This is an optimization exercise on Yosys and OpenROAD, whose aim is a short achievable clock period and few clock cycles, not a production implementation. Only simulation tests tie the RTL to the original design; equivalence was not proved. Power and IR drop assume default switching activity.

// RISC_V_Processor
module RISC_V_Processor(
	input clk,
	input reset,
	output [63:0] imem_addr,
	input  [31:0] imem_data,
	output [63:0] dmem_addr,
	output [63:0] dmem_wdata,
	output        dmem_we,
	output        dmem_re,
	input  [63:0] dmem_rdata
);
For scale: about 2600 flip-flops, ~150000 um^2 of cells after synthesis.
==> module RISC_V_Processor, before the edit <==
module RISC_V_Processor(
	input clk,
	input reset,
	output [63:0] imem_addr,
	input  [31:0] imem_data,
	output [63:0] dmem_addr,
	output [63:0] dmem_wdata,
	output        dmem_we,
	output        dmem_re,
	input  [63:0] dmem_rdata
);
reg  [63:0] pc_f;    
reg  [63:0] pc_i;    
reg  [63:0] a_x, b_x, o2_x, tgt_x, seq_x;
reg  [4:0]  rd_x;
reg         wr_x, ld_x, st_x, br_x, pred_x, far_x, ge_x;
reg         add_x, sub_x, and_x, or_x;
reg  [63:0] res_m, ad_m, wd_m;
reg  [4:0]  rd_m;
reg         wr_m, we_m, re_m;
reg  [63:0] rf [31:1];
wire redirect;
wire sgn_x;
wire loaduse;
wire [63:0] res;
wire [63:0] alt;
assign imem_addr = pc_f;
wire [31:0] ir = imem_data;
wire [6:0] op  = ir[6:0];
wire [4:0] rd  = ir[11:7];
wire [2:0] f3  = ir[14:12];
wire [4:0] rs1 = ir[19:15];
wire [4:0] rs2 = ir[24:20];
wire is_r  = op == 7'b0110011;
wire is_i  = op == 7'b0010011;
wire is_ld = op == 7'b0000011;
wire is_st = op == 7'b0100011;
wire is_br = op == 7'b1100011;
wire wr_f  = (is_r | is_i | is_ld) & (rd != 5'd0);
wire u1_f  = is_r | is_i | is_ld | is_st | is_br;
wire u2_f  = is_r | is_st | is_br;
wire sub_f = is_r & ( ir[30] & (f3 == 3'b000));
wire imm_sel = is_i | is_ld | is_st;
wire and_f = is_r & (~ir[30] & (f3 == 3'b111));
wire or_f  = is_r & (~ir[30] & (f3 == 3'b110));
wire pred_f, far_f;
wire [63:0] seq_f, pc_next;
wire [63:0] val_m = re_m ? dmem_rdata : res_m;
wire fw1 = wr_x & (rd_x == rs1);
wire fw2 = wr_x & (rd_x == rs2);
wire by1 = wr_m & (rd_m == rs1);
wire by2 = wr_m & (rd_m == rs2);
wire bgez_f = is_br & f3[2] & (rs2 == 5'd0);
wire known_f = bgez_f & ((fw1 & add_x & ~ld_x) | (~fw1 & by1));
wire sign_f  = fw1 ? sgn_x : val_m[63];
wire [63:0] tgt_f, nt_f;
wire [50:0] hip_f, him_f, hi_f;
wire [12:0] lo_f;
wire spred_f;
inc64 inc(.a(pc_i), .y(seq_f), .hp(hip_f), .hm(him_f));
fetch_next nxt(
	.pc(pc_i), .ir(ir), .hip(hip_f), .him(him_f), .lo(lo_f), .hi(hi_f), .far(far_f)
);
assign tgt_f   = {pc_i[63:13], lo_f};
assign spred_f = is_br & (ir[31] | (rs1 == rs2));
assign nt_f    = loaduse ? pc_i : spred_f ? tgt_f : seq_f;
assign pred_f = known_f ? ~sign_f : spred_f;
assign pc_next = redirect ? alt : known_f ? (sign_f ? seq_f : tgt_f) : nt_f;
wire [247:0] rf_sl [0:7];
genvar gi, gs;
generate
	for (gs = 0; gs < 8; gs = gs + 1) begin : g_sl
		for (gi = 1; gi < 32; gi = gi + 1) begin : g_rf
			assign rf_sl[gs][8*(gi-1) +: 8] = rf[gi][8*gs +: 8];
		end
	end
endgenerate
wire [63:0] src1, src2, o2_f;
wire [63:0] imm_i = {{52{ir[31]}}, ir[31:20]};
wire [63:0] imm_s = {{52{ir[31]}}, ir[31:25], ir[11:7]};
wire [63:0] imm_f = is_st ? imm_s : imm_i;
wire [63:0] rd1, rd2;
generate
	for (gs = 0; gs < 8; gs = gs + 1) begin : g_rd
		rf_read rp1(.rs(rs1), .rf(rf_sl[gs]), .rd(rd1[8*gs +: 8]));
		rf_read rp2(.rs(rs2), .rf(rf_sl[gs]), .rd(rd2[8*gs +: 8]));
	end
endgenerate
mux4oh m1(
	.s({1'b0, ~fw1 & ~by1, ~fw1 & by1, fw1}),
	.d0(res), .d1(val_m), .d2(rd1), .d3(64'd0), .y(src1)
);
mux4oh m2(
	.s({1'b0, ~fw2 & ~by2, ~fw2 & by2, fw2}),
	.d0(res), .d1(val_m), .d2(rd2), .d3(64'd0), .y(src2)
);
mux4oh mo(
	.s({~imm_sel & ~fw2 & ~by2, ~imm_sel & ~fw2 & by2, imm_sel, ~imm_sel & fw2}),
	.d0(res), .d1(imm_f), .d2(val_m), .d3(rd2), .y(o2_f)
);
assign loaduse = ld_x & ((u1_f & (rs1 == rd_x)) | (u2_f & (rs2 == rd_x)));
wire go = ~redirect & ~loaduse;
always @(posedge clk)
	if (reset)
		pc_f <= 64'd0;
	else
		pc_f <= pc_next;
always @(posedge clk or posedge reset)
	if (reset)
		pc_i <= 64'd0;
	else
		pc_i <= pc_next;
always @(posedge clk or posedge reset)
	if (reset) begin
		wr_x <= 1'b0; ld_x <= 1'b0; st_x <= 1'b0; br_x <= 1'b0;
	end else begin
		wr_x <= go & wr_f;
		ld_x <= go & is_ld & wr_f;
		st_x <= go & is_st;
		br_x <= go & is_br;
	end
always @(posedge clk) begin
	a_x    <= src1;
	b_x    <= src2;
	o2_x   <= o2_f;
	tgt_x  <= {hi_f, lo_f};
	seq_x  <= seq_f;
	rd_x   <= rd;
	pred_x <= pred_f;
	far_x  <= pred_f & far_f;
	ge_x   <= f3[2];
	sub_x  <= sub_f;
	and_x  <= and_f;
	or_x   <= or_f;
	add_x  <= ~sub_f & ~and_f & ~or_f;
end
alu_64 alu(
	.a(a_x), .b(o2_x), .add_op(add_x), .sub_op(sub_x), .and_op(and_x), .or_op(or_x),
	.res(res)
);
sign_x sgn(
	.a(a_x), .b(o2_x), .s(sgn_x)
);
wire taken;
branch_unit bru(
	.a(a_x), .b(b_x), .ge_sel(ge_x), .br(br_x), .pred(pred_x), .far(far_x),
	.taken(taken), .redirect(redirect)
);
assign alt = taken ? tgt_x : seq_x;
always @(posedge clk or posedge reset)
	if (reset) begin
		wr_m <= 1'b0;
	end else begin
		wr_m <= wr_x;
	end
always @(posedge clk)
	if (reset) begin
		we_m <= 1'b0; re_m <= 1'b0; ad_m <= 64'd0;
	end else begin
		we_m <= st_x; re_m <= ld_x; ad_m <= res;
	end
always @(posedge clk) begin
	res_m <= res;
	wd_m  <= b_x;
	rd_m  <= rd_x;
end
assign dmem_addr  = ad_m;
assign dmem_wdata = wd_m;
assign dmem_we    = we_m;
assign dmem_re    = re_m;
always @(posedge clk)
	if (wr_m)
		rf[rd_m] <= val_m;
endmodule
==> flow/config.mk <==
export PLATFORM = sky130hd
export DESIGN_NAME = RISC_V_Processor
export DESIGN_NICKNAME = RISC_V_Processor
export VERILOG_FILES = /design/flow/design.v
export SDC_FILE = /design/flow/constraint.sdc
export NUM_CORES = 4
export LEC_CHECK = 0
export CAP_MARGIN = 20
export CORE_MARGIN = 2
export CORE_UTILIZATION = 50
export CTS_CLUSTER_DIAMETER = 100
export CTS_CLUSTER_SIZE = 20
export PLACE_DENSITY = 0.62
export SETUP_SLACK_MARGIN = 1.5
export SLEW_MARGIN = 20
export SYNTH_HIERARCHICAL = 1
==> flow/constraint.sdc <==
create_clock -name core_clock -period 13.0 [get_ports {clk}]
set_input_delay 2.6000 -clock core_clock [delete_from_list [all_inputs] [get_ports {clk}]]
set_output_delay 2.6000 -clock core_clock [all_outputs]
set_load 0.01 [all_outputs]
standard.sh (not shown) runs the stock make flow with config.mk's settings and CLKGATE_MAP_FILE= SYNTH_SCRIPT=/design/flow/synth_recipe.tcl, a recipe that flattens the netlist after the stock synthesis.
==> flow/flow/run.sh <==
#!/bin/bash
# The standard layout, with these changes to how hard it optimises:
#  - ABC maps with its delay-oriented 'map' (flow/abc_speed.script) in place
#    of ORFS's default speed script; the rest of ORFS's scripts are copied as
#    they are
#  - no full-adder extraction (ADDER_MAP_FILE empty), so ABC maps the adders
#  - repair_timing aims well below the clock period (a larger setup margin)
#  - the port buffers are plain buffers (buf_4) rather than the default pick
# The clock, the SDC and the rest of the flow are the standard flow's.
set -euo pipefail
rm -rf scripts_abc
cp -r "$FLOW_HOME/scripts" scripts_abc
cp flow/abc_speed.script scripts_abc/abc_speed.script
bash standard.sh "SCRIPTS_DIR=$PWD/scripts_abc" ADDER_MAP_FILE= SETUP_SLACK_MARGIN=9 \
	"BUFFER_PORTS_ARGS=-buffer_cell sky130_fd_sc_hd__buf_4" finish > standard_flow.log 2>&1
==> flow/flow/abc_speed.script <==
&get -n
&st
&dch
&put
map -D 300
buffer -c
topo
stime -c
upsize -c -D 300
dnsize -c -D 300
Testbench counts at the start, summed over its fixed seeds: cycles 62,850.
Rerun with:
--- a/flow/design.v
+++ b/flow/design.v
@@ -30,6 +30,13 @@
 );
 assign y = ({64{s[0]}} & d0) | ({64{s[1]}} & d1) | ({64{s[2]}} & d2) | ({64{s[3]}} & d3);
 endmodule
+module mux2_64(
+	input         s,
+	input  [63:0] d0, d1,
+	output [63:0] y
+);
+assign y = s ? d1 : d0;
+endmodule
 module instruction_parser(
 	input [31:0] ins,
 	output [6:0] opcode,
@@ -253,7 +260,7 @@
 wire bgez_f = is_br & f3[2] & (rs2 == 5'd0);
 wire known_f = bgez_f & ((fw1 & add_x & ~ld_x) | (~fw1 & by1));
 wire sign_f  = fw1 ? sgn_x : val_m[63];
-wire [63:0] tgt_f, nt_f;
+wire [63:0] tgt_f;
 wire [50:0] hip_f, him_f, hi_f;
 wire [12:0] lo_f;
 wire spred_f;
@@ -263,9 +270,17 @@
 );
 assign tgt_f   = {pc_i[63:13], lo_f};
 assign spred_f = is_br & (ir[31] | (rs1 == rs2));
-assign nt_f    = loaduse ? pc_i : spred_f ? tgt_f : seq_f;
-assign pred_f = known_f ? ~sign_f : spred_f;
-assign pc_next = redirect ? alt : known_f ? (sign_f ? seq_f : tgt_f) : nt_f;
+assign pred_f  = known_f ? ~sign_f : spred_f;
+wire nrr    = ~reset & ~redirect;
+wire s_hold = nrr & loaduse;
+wire s_tgt  = nrr & ~loaduse & (known_f ? ~sign_f : spred_f);
+wire s_seq  = nrr & ~loaduse & (known_f ?  sign_f : ~spred_f);
+wire [63:0] pc_in;
+mux4oh pcm(
+	.s({1'b0, s_seq, s_tgt, s_hold}),
+	.d0(pc_i), .d1(tgt_f), .d2(seq_f), .d3(64'd0), .y(pc_in)
+);
+mux2_64 pcr(.s(redirect & ~reset), .d0(pc_in), .d1(alt), .y(pc_next));
 wire [247:0] rf_sl [0:7];
 genvar gi, gs;
 generate
@@ -301,10 +316,7 @@
 assign loaduse = ld_x & ((u1_f & (rs1 == rd_x)) | (u2_f & (rs2 == rd_x)));
 wire go = ~redirect & ~loaduse;
 always @(posedge clk)
-	if (reset)
-		pc_f <= 64'd0;
-	else
-		pc_f <= pc_next;
+	pc_f <= pc_next;
 always @(posedge clk or posedge reset)
 	if (reset)
 		pc_i <= 64'd0;
Fmax goes down by about 1.1%.
Via count went down by about 1.6%.
Design area is lower by about 0.9%.
Sequential share of layout area is higher by 0.38 points.
Wire length decreases by about 1.2%.
Synthesized cell count went down by 2.1%.
Clock power drops by about 2%.
Utilization falls by 0.47 points.
Worst setup slack got worse by 0.045 ns.
Critical path depth climbs by 4.
Power shrinks by about 4%.
Cell count decreases by about 1.5%.
Area after synthesis barely changes.
Die area is about the same.
Testbench counts after the change, summed over its fixed seeds: cycles 62,850.

## what the ideal ports hide
In the flow no input, the clock included, has a driving cell. The finished layouts below were timed again as built, in two steps.
Step 1 sets driving cells, clkbuf_16 on the clock port and buf_2 on the other inputs (assumed; they add their load-dependent delay and slew).
Step 2 moves the port delays by t, midway between the first and last clock arrival at a register: inputs arrive t later, outputs are due t later. That takes back most of the time a late clock gives input paths.
Slacks: ideal / step 1 / step 2; pairs: ideal / step 1.
| run | shift t [ns] | setup slack, ns | worst data-port slew with drivers (ns) |
|---|---|---|---|
| the first run | 1.016 | 8.828 / 8.571 / 7.556 | 0.55 |
| the second run | 1.015 | 8.782 / 8.538 / 7.522 | 0.58 |
After both steps every run listed still meets setup and hold. The setup slack of the first run, which loses most, moves by -0.257 ns with the drivers and by -1.272 ns with both steps.
